This is an optimization exercise on Yosys and OpenROAD, whose aim is a short achievable clock period and few clock cycles, not a production implementation.
In this exercise RTL edits were held to simulation tests only and were not proved equivalent to the original.
Power is estimated from default activity; no workload was simulated.

==> inputs of v19 <==
// myCPU
module myCPU (
    input wire cpu_rst,
    input wire cpu_clk,
    output wire [13:0] inst_addr,
    input  wire [31:0] inst,
    output wire [31:0] Bus_addr,
    input  wire [31:0] Bus_rdata,
    output wire        Bus_wen,
    output wire [31:0] Bus_wdata
    , 
    output wire        debug_wb_have_inst,
    output wire [31:0] debug_wb_pc,
    output             debug_wb_ena,
    output wire [ 4:0] debug_wb_reg,
    output wire [31:0] debug_wb_value
);
  localparam NB = 8;             
  localparam NL = 4;             
  wire clk = cpu_clk;
  wire rst = cpu_rst;
  reg  [31:0] pc_f;
  reg  [13:0] pc_o;              
  reg  [13:0] pc_b;              
  reg         d_valid;
  reg  [31:0] d_inst;
  reg  [31:0] d_pc;
  reg  [31:0] d_pc4;
  reg         d_hit;
  reg         d_ptaken;
  reg         d_is_lui, d_is_auipc, d_is_jal, d_is_jalr, d_is_br, d_is_ld, d_is_st, d_is_alu;
  reg         d_use1, d_use2;
  reg         p_1E, p_2E, p_1M, p_2M, p_1W, p_2W;    
  reg         p_1X, p_2X;
  reg  [31:0] d_rv1, d_rv2;      
  reg         x_we;              
  reg  [ 4:0] x_rd;
  reg  [31:0] x_val;
  reg         d_bpos, d_bneg;    
  reg  [31:0] d_tq;              
  reg         d_fz;              
  reg         d_zeq, d_zgt, d_zinv;    
  reg         e_dec;             
  reg         e_zeq1, e_zgt1, e_zlt1;    
  ...
Settings: LEC_CHECK=0, CAP_MARGIN=60, CORE_MARGIN=2, CORE_UTILIZATION=45, SETUP_SLACK_MARGIN=5, SLEW_MARGIN=60, SYNTH_HIERARCHICAL=1; clock period 8.0 ns.
run.sh (not shown) runs the stock make flow with config.mk's settings and CLKGATE_MAP_FILE= SYNTH_SCRIPT=/design/flow/synth_recipe.tcl, a recipe that flattens the netlist after the stock synthesis.
==> v16: changes against v19 <==
--- a/flow/design.v
+++ b/flow/design.v
@@ -254,12 +254,15 @@
   reg  [ 2:0] m_f3;
   reg  [31:0] m_addr;
   reg         m_sbsh;
   reg         e_rdy;             
   reg  [ 1:0] e_ralo;
   reg  [31:0] m_sd;
+  reg  [ 3:0] l_b0, l_s7;
+  reg  [ 1:0] l_b1;
+  reg         l_b2, l_b3, l_sx1, l_sx23, l_sum, l_oth;
   reg         w_we;
   reg  [ 4:0] w_rd;
   reg  [31:0] w_val;
   reg  [31:1] w_sel;
   reg         o_have;
   reg  [31:0] o_pc;
@@ -372,16 +375,17 @@
       f_tsel = f_tsel | ({14{f_m[kt] & btb_ctr[kt][1] & !btb_ret[kt] & !f_lx}} & btb_tgt[kt]);
       f_anyt = f_anyt | (f_m[kt] & btb_ctr[kt][1] & !btb_ret[kt] & !f_lx);
       f_anyr = f_anyr | (f_m[kt] & btb_ctr[kt][1] & btb_ret[kt] & !f_lx);
       f_any4 = f_any4 | (f_m[kt] & (!btb_ctr[kt][1] | f_lx));
     end
   end
-  wire [31:0] f_pnpc2 = {({16{f_anyt}} & pc_f[31:16]), f_tsel, 2'b00}
-                      | ({32{f_anyr}} & ras)
-                      | ({32{f_any4}} & f_pc4)
-                      | ({32{!f_hit}} & f_nohit);
+  wire [15:0] f_plo = {f_tsel, 2'b00}
+                    | ({16{f_anyr}} & ras[15:0])
+                    | ({16{f_any4}} & f_pc4[15:0])
+                    | ({16{!f_hit}} & f_nohit[15:0]);
+  wire [31:0] f_pnpc2 = {f_pc4[31:16], f_plo};
   wire [ 4:0] d_rd  = d_inst[11:7];
   wire [ 2:0] d_f3  = d_inst[14:12];
   wire [ 4:0] d_rs1 = d_inst[19:15];
   wire [ 4:0] d_rs2 = d_inst[24:20];
   wire        d_f7b = d_inst[30];
   wire        d_is_ctl = d_is_jal | d_is_jalr | d_is_br;
@@ -401,17 +405,23 @@
       k  = a ^ b ^ x;
       co = (a & b) | ((a ^ b) & k);
       addeq = !k[0] && (k[31:1] == co[30:0]);
     end
   endfunction
   wire [1:0]  m_alo = m_addr[1:0];
-  wire [31:0] m_rsh = Bus_rdata >> {m_alo, 3'b000};
-  wire [31:0] m_ldv = m_f3[1] ? Bus_rdata :
-                      m_f3[0] ? {{16{~m_f3[2] & m_rsh[15]}}, m_rsh[15:0]} :
-                                {{24{~m_f3[2] & m_rsh[7]}}, m_rsh[7:0]};
-  wire [31:0] m_val = m_ld ? m_ldv : m_add ? m_sum : m_oth;
+  wire [31:0] r = Bus_rdata;
+  wire        l_sgn = (l_s7[0] & r[7]) | (l_s7[1] & r[15]) | (l_s7[2] & r[23]) | (l_s7[3] & r[31]);
+  wire [31:0] m_val;
+  assign m_val[7:0]   = ({8{l_b0[0]}} & r[7:0]) | ({8{l_b0[1]}} & r[15:8]) | ({8{l_b0[2]}} & r[23:16])
+                      | ({8{l_b0[3]}} & r[31:24]) | ({8{l_sum}} & m_sum[7:0]) | ({8{l_oth}} & m_oth[7:0]);
+  assign m_val[15:8]  = ({8{l_b1[0]}} & r[15:8]) | ({8{l_b1[1]}} & r[31:24]) | {8{l_sx1 & l_sgn}}
+                      | ({8{l_sum}} & m_sum[15:8]) | ({8{l_oth}} & m_oth[15:8]);
+  assign m_val[23:16] = ({8{l_b2}} & r[23:16]) | {8{l_sx23 & l_sgn}}
+                      | ({8{l_sum}} & m_sum[23:16]) | ({8{l_oth}} & m_oth[23:16]);
+  assign m_val[31:24] = ({8{l_b3}} & r[31:24]) | {8{l_sx23 & l_sgn}}
+                      | ({8{l_sum}} & m_sum[31:24]) | ({8{l_oth}} & m_oth[31:24]);
   wire e_wr = e_valid && e_rfwe && (e_rd != 5'd0);
   wire m_wr = m_valid && m_rfwe && (m_rd != 5'd0);
   wire d_1E = p_1E;
   wire d_2E = p_2E;
   wire d_1M = p_1M;
   wire d_2M = p_2M;
@@ -556,29 +566,35 @@
   assign Bus_wdata = bus_wdata_r;
   wire [31:0] d_saddr;
   ks_add #(.N(32)) u_dsa (.a(d_u1), .b(d_immS), .cin(1'b0), .s(d_saddr));
   wire d_er = d_valid && !stall_d && !kd && d_is_st && !d_f3[1] && !p_1E && !p_1M &&
               !m_sbsh && !(e_live && (e_ld || e_sw || e_sbsh));
   integer i;
-  wire [31:0] pc_next = r_redir ? r_rpc : q_fr ? (e_ed ? e_tq : e_pc4) : redir_d ? d_rdpc : f_pnpc2;
-  wire pc_upd = r_redir || q_fr || redir_d || !stall_d;
+  wire pc_sr = r_redir;
+  wire pc_sq = !r_redir && q_fr;
+  wire pc_sd = !r_redir && !q_fr && redir_d;
+  wire pc_sf = !r_redir && !q_fr && !redir_d && !stall_d;
+  wire pc_sh = !r_redir && !q_fr && !redir_d && stall_d;
+  wire [31:0] pc_next = ({32{pc_sr}} & r_rpc) | ({32{pc_sq}} & (e_ed ? e_tq : e_pc4))
+                      | ({32{pc_sd}} & d_rdpc) | ({32{pc_sf}} & f_pnpc2);
+  wire pc_upd = !pc_sh;
   always @(posedge clk or posedge rst) begin
     if (rst) begin
       pc_f <= 32'd0;
     end else if (pc_upd) begin
       pc_f <= pc_next;
     end
   end
   always @(posedge clk) begin
-    pc_b <= pc_upd ? pc_next[15:2] : pc_o;
+    pc_b <= pc_next[15:2] | ({14{pc_sh}} & pc_o);
   end
   always @(posedge clk or posedge rst) begin
     if (rst) begin
       pc_o <= 14'd0;
     end else begin
-      pc_o <= pc_upd ? pc_next[15:2] : pc_f[15:2];
+      pc_o <= pc_next[15:2] | ({14{pc_sh}} & pc_f[15:2]);
     end
   end
   always @(posedge clk or posedge rst) begin
     if (rst) begin
       d_valid <= 1'b0;
     end else if (kd || redir_d) begin
@@ -723,12 +739,24 @@
     m_oth  <= e_oth;
     m_add  <= e_r_add;
     m_rd   <= e_rd;
     m_rfwe <= e_rfwe;
     m_ld   <= e_ld;
     m_f3   <= e_f3;
+    l_b0   <= {4{e_ld}} & (e_f3[1] ? 4'b0001 :
+                           e_f3[0] ? (e_sum[1] ? 4'b0100 : 4'b0001) :
+                                     (4'b0001 << e_sum[1:0]));
+    l_b1   <= {2{e_ld}} & (e_f3[1] ? 2'b01 : e_f3[0] ? (e_sum[1] ? 2'b10 : 2'b01) : 2'b00);
+    l_b2   <= e_ld && e_f3[1];
+    l_b3   <= e_ld && e_f3[1];
+    l_sx1  <= e_ld && !e_f3[1] && !e_f3[0];
+    l_sx23 <= e_ld && !e_f3[1];
+    l_s7   <= {4{e_ld && !e_f3[2] && !e_f3[1]}} &
+              (e_f3[0] ? (e_sum[1] ? 4'b1000 : 4'b0010) : (4'b0001 << e_sum[1:0]));
+    l_sum  <= !e_ld && e_r_add;
+    l_oth  <= !e_ld && !e_r_add;
     m_addr <= e_sum;
     m_sd   <= es;
     bus_addr_r <= m_sbsh ? m_addr : (e_live && (e_ld || e_sw || e_sbsh)) ? e_sum : d_saddr;
     bus_wdata_r <= m_sbsh ? m_merge : e_rdy ? e_merge : es;
     r_sj   <= e_jalr;
     r_st   <= e_taken;
@@ -852,24 +880,26 @@
       lcur[i]  <= l_cur_n[i];
       llast[i] <= l_last_n[i];
       lccur[i] <= l_ccur_n[i];
       if (l_dgo && !d_lhit && l_new[i]) ltag[i] <= d_pc[15:2];
     end
   end
+  reg  [NB-1:0] e_bm;
   reg  [NB-1:0] u_m;
   integer j;
   reg           u_hit;
   reg  [ 1:0]   u_ctr;
   always @(*) begin
     u_hit = 1'b0; u_ctr = 2'b00;
     for (j = 0; j < NB; j = j + 1) begin
-      u_m[j] = btb_v[j] && (btb_tag[j] == u_tag);
+      e_bm[j] = btb_v[j] && (btb_tag[j] == e_pc[15:2]);
       u_hit  = u_hit | u_m[j];
       u_ctr  = u_ctr | ({2{u_m[j]}} & btb_ctr[j]);
     end
   end
+  always @(posedge clk) u_m <= e_bm;
   wire [1:0] u_ctr_inc = (u_ctr == 2'b11) ? 2'b11 : u_ctr + 2'b01;
   wire [1:0] u_ctr_dec = (u_ctr == 2'b00) ? 2'b00 : u_ctr - 2'b01;
   wire       u_alloc = u_valid && !u_hit && u_taken;
   wire [1:0] u_ctr_new = !u_br ? 2'b11 : !u_hit ? 2'b10 : u_taken ? u_ctr_inc : u_ctr_dec;
   always @(posedge clk or posedge rst) begin
     if (rst) begin
==> v8: changes against v19 <==
--- a/flow/design.v
+++ b/flow/design.v
@@ -254,12 +254,15 @@
   reg  [ 2:0] m_f3;
   reg  [31:0] m_addr;
   reg         m_sbsh;
   reg         e_rdy;             
   reg  [ 1:0] e_ralo;
   reg  [31:0] m_sd;
+  reg  [ 3:0] l_b0, l_s7;
+  reg  [ 1:0] l_b1;
+  reg         l_b2, l_b3, l_sx1, l_sx23, l_sum, l_oth;
   reg         w_we;
   reg  [ 4:0] w_rd;
   reg  [31:0] w_val;
   reg  [31:1] w_sel;
   reg         o_have;
   reg  [31:0] o_pc;
@@ -401,17 +404,23 @@
       k  = a ^ b ^ x;
       co = (a & b) | ((a ^ b) & k);
       addeq = !k[0] && (k[31:1] == co[30:0]);
     end
   endfunction
   wire [1:0]  m_alo = m_addr[1:0];
-  wire [31:0] m_rsh = Bus_rdata >> {m_alo, 3'b000};
-  wire [31:0] m_ldv = m_f3[1] ? Bus_rdata :
-                      m_f3[0] ? {{16{~m_f3[2] & m_rsh[15]}}, m_rsh[15:0]} :
-                                {{24{~m_f3[2] & m_rsh[7]}}, m_rsh[7:0]};
-  wire [31:0] m_val = m_ld ? m_ldv : m_add ? m_sum : m_oth;
+  wire [31:0] r = Bus_rdata;
+  wire        l_sgn = (l_s7[0] & r[7]) | (l_s7[1] & r[15]) | (l_s7[2] & r[23]) | (l_s7[3] & r[31]);
+  wire [31:0] m_val;
+  assign m_val[7:0]   = ({8{l_b0[0]}} & r[7:0]) | ({8{l_b0[1]}} & r[15:8]) | ({8{l_b0[2]}} & r[23:16])
+                      | ({8{l_b0[3]}} & r[31:24]) | ({8{l_sum}} & m_sum[7:0]) | ({8{l_oth}} & m_oth[7:0]);
+  assign m_val[15:8]  = ({8{l_b1[0]}} & r[15:8]) | ({8{l_b1[1]}} & r[31:24]) | {8{l_sx1 & l_sgn}}
+                      | ({8{l_sum}} & m_sum[15:8]) | ({8{l_oth}} & m_oth[15:8]);
+  assign m_val[23:16] = ({8{l_b2}} & r[23:16]) | {8{l_sx23 & l_sgn}}
+                      | ({8{l_sum}} & m_sum[23:16]) | ({8{l_oth}} & m_oth[23:16]);
+  assign m_val[31:24] = ({8{l_b3}} & r[31:24]) | {8{l_sx23 & l_sgn}}
+                      | ({8{l_sum}} & m_sum[31:24]) | ({8{l_oth}} & m_oth[31:24]);
   wire e_wr = e_valid && e_rfwe && (e_rd != 5'd0);
   wire m_wr = m_valid && m_rfwe && (m_rd != 5'd0);
   wire d_1E = p_1E;
   wire d_2E = p_2E;
   wire d_1M = p_1M;
   wire d_2M = p_2M;
@@ -723,12 +732,24 @@
     m_oth  <= e_oth;
     m_add  <= e_r_add;
     m_rd   <= e_rd;
     m_rfwe <= e_rfwe;
     m_ld   <= e_ld;
     m_f3   <= e_f3;
+    l_b0   <= {4{e_ld}} & (e_f3[1] ? 4'b0001 :
+                           e_f3[0] ? (e_sum[1] ? 4'b0100 : 4'b0001) :
+                                     (4'b0001 << e_sum[1:0]));
+    l_b1   <= {2{e_ld}} & (e_f3[1] ? 2'b01 : e_f3[0] ? (e_sum[1] ? 2'b10 : 2'b01) : 2'b00);
+    l_b2   <= e_ld && e_f3[1];
+    l_b3   <= e_ld && e_f3[1];
+    l_sx1  <= e_ld && !e_f3[1] && !e_f3[0];
+    l_sx23 <= e_ld && !e_f3[1];
+    l_s7   <= {4{e_ld && !e_f3[2] && !e_f3[1]}} &
+              (e_f3[0] ? (e_sum[1] ? 4'b1000 : 4'b0010) : (4'b0001 << e_sum[1:0]));
+    l_sum  <= !e_ld && e_r_add;
+    l_oth  <= !e_ld && !e_r_add;
     m_addr <= e_sum;
     m_sd   <= es;
     bus_addr_r <= m_sbsh ? m_addr : (e_live && (e_ld || e_sw || e_sbsh)) ? e_sum : d_saddr;
     bus_wdata_r <= m_sbsh ? m_merge : e_rdy ? e_merge : es;
     r_sj   <= e_jalr;
     r_st   <= e_taken;
@@ -852,24 +873,26 @@
       lcur[i]  <= l_cur_n[i];
       llast[i] <= l_last_n[i];
       lccur[i] <= l_ccur_n[i];
       if (l_dgo && !d_lhit && l_new[i]) ltag[i] <= d_pc[15:2];
     end
   end
+  reg  [NB-1:0] e_bm;
   reg  [NB-1:0] u_m;
   integer j;
   reg           u_hit;
   reg  [ 1:0]   u_ctr;
   always @(*) begin
     u_hit = 1'b0; u_ctr = 2'b00;
     for (j = 0; j < NB; j = j + 1) begin
-      u_m[j] = btb_v[j] && (btb_tag[j] == u_tag);
+      e_bm[j] = btb_v[j] && (btb_tag[j] == e_pc[15:2]);
       u_hit  = u_hit | u_m[j];
       u_ctr  = u_ctr | ({2{u_m[j]}} & btb_ctr[j]);
     end
   end
+  always @(posedge clk) u_m <= e_bm;
   wire [1:0] u_ctr_inc = (u_ctr == 2'b11) ? 2'b11 : u_ctr + 2'b01;
   wire [1:0] u_ctr_dec = (u_ctr == 2'b00) ? 2'b00 : u_ctr - 2'b01;
   wire       u_alloc = u_valid && !u_hit && u_taken;
   wire [1:0] u_ctr_new = !u_br ? 2'b11 : !u_hit ? 2'b10 : u_taken ? u_ctr_inc : u_ctr_dec;
   always @(posedge clk or posedge rst) begin
     if (rst) begin
==> notes.md <==
v16 completed with no timing, DRC or antenna violations. v8 produced a clean layout. v19 completed without violations. The lowest maximum frequency belongs to v16, the highest to v19. Clock power is about the same in v19 and v8. In v16 the non-clock buffer count is lower than in v8, by 89. The highest worst setup slack belongs to v19, the lowest to v16.
Testbench counts of v19, summed over its fixed seeds: cycles 80,275.
Testbench counts of v16, summed over its fixed seeds: cycles 80,270.
Testbench counts of v8, summed over its fixed seeds: cycles 80,270.

==> re-timing with driven ports <==
In the flow no input, the clock included, has a driving cell. The finished layouts below were timed again as built, in two steps.
Step 1 sets driving cells, clkbuf_16 on the clock port and buf_2 on the other inputs (assumed; they add their load-dependent delay and slew).
Step 2, shift: input delay + t, output delay - t, t = (earliest + latest rising clock arrival at the registers) / 2. This alone moves slack from input paths to output paths.
a / b / c = ideal ports / drivers / drivers and shift; a / b = the first two.
| run | shift t [ns] | slack for setup (ns) | worst setup path after step 2 | worst data-port slew with drivers (ns) |
|---|---|---|---|---|
| v19 | 1.054 | 4.689 / 4.678 / 3.624 | input to register | 0.24 |
| v16 | 1.035 | 4.429 / 4.429 / 3.679 | input to register | 0.27 |
| v8 | 1.056 | 4.634 / 4.634 / 3.759 | input to register | 0.32 |
After both steps every run listed still meets setup and hold. The setup slack of v19, which loses most, moves by -0.011 ns with the drivers and by -1.065 ns with both steps.
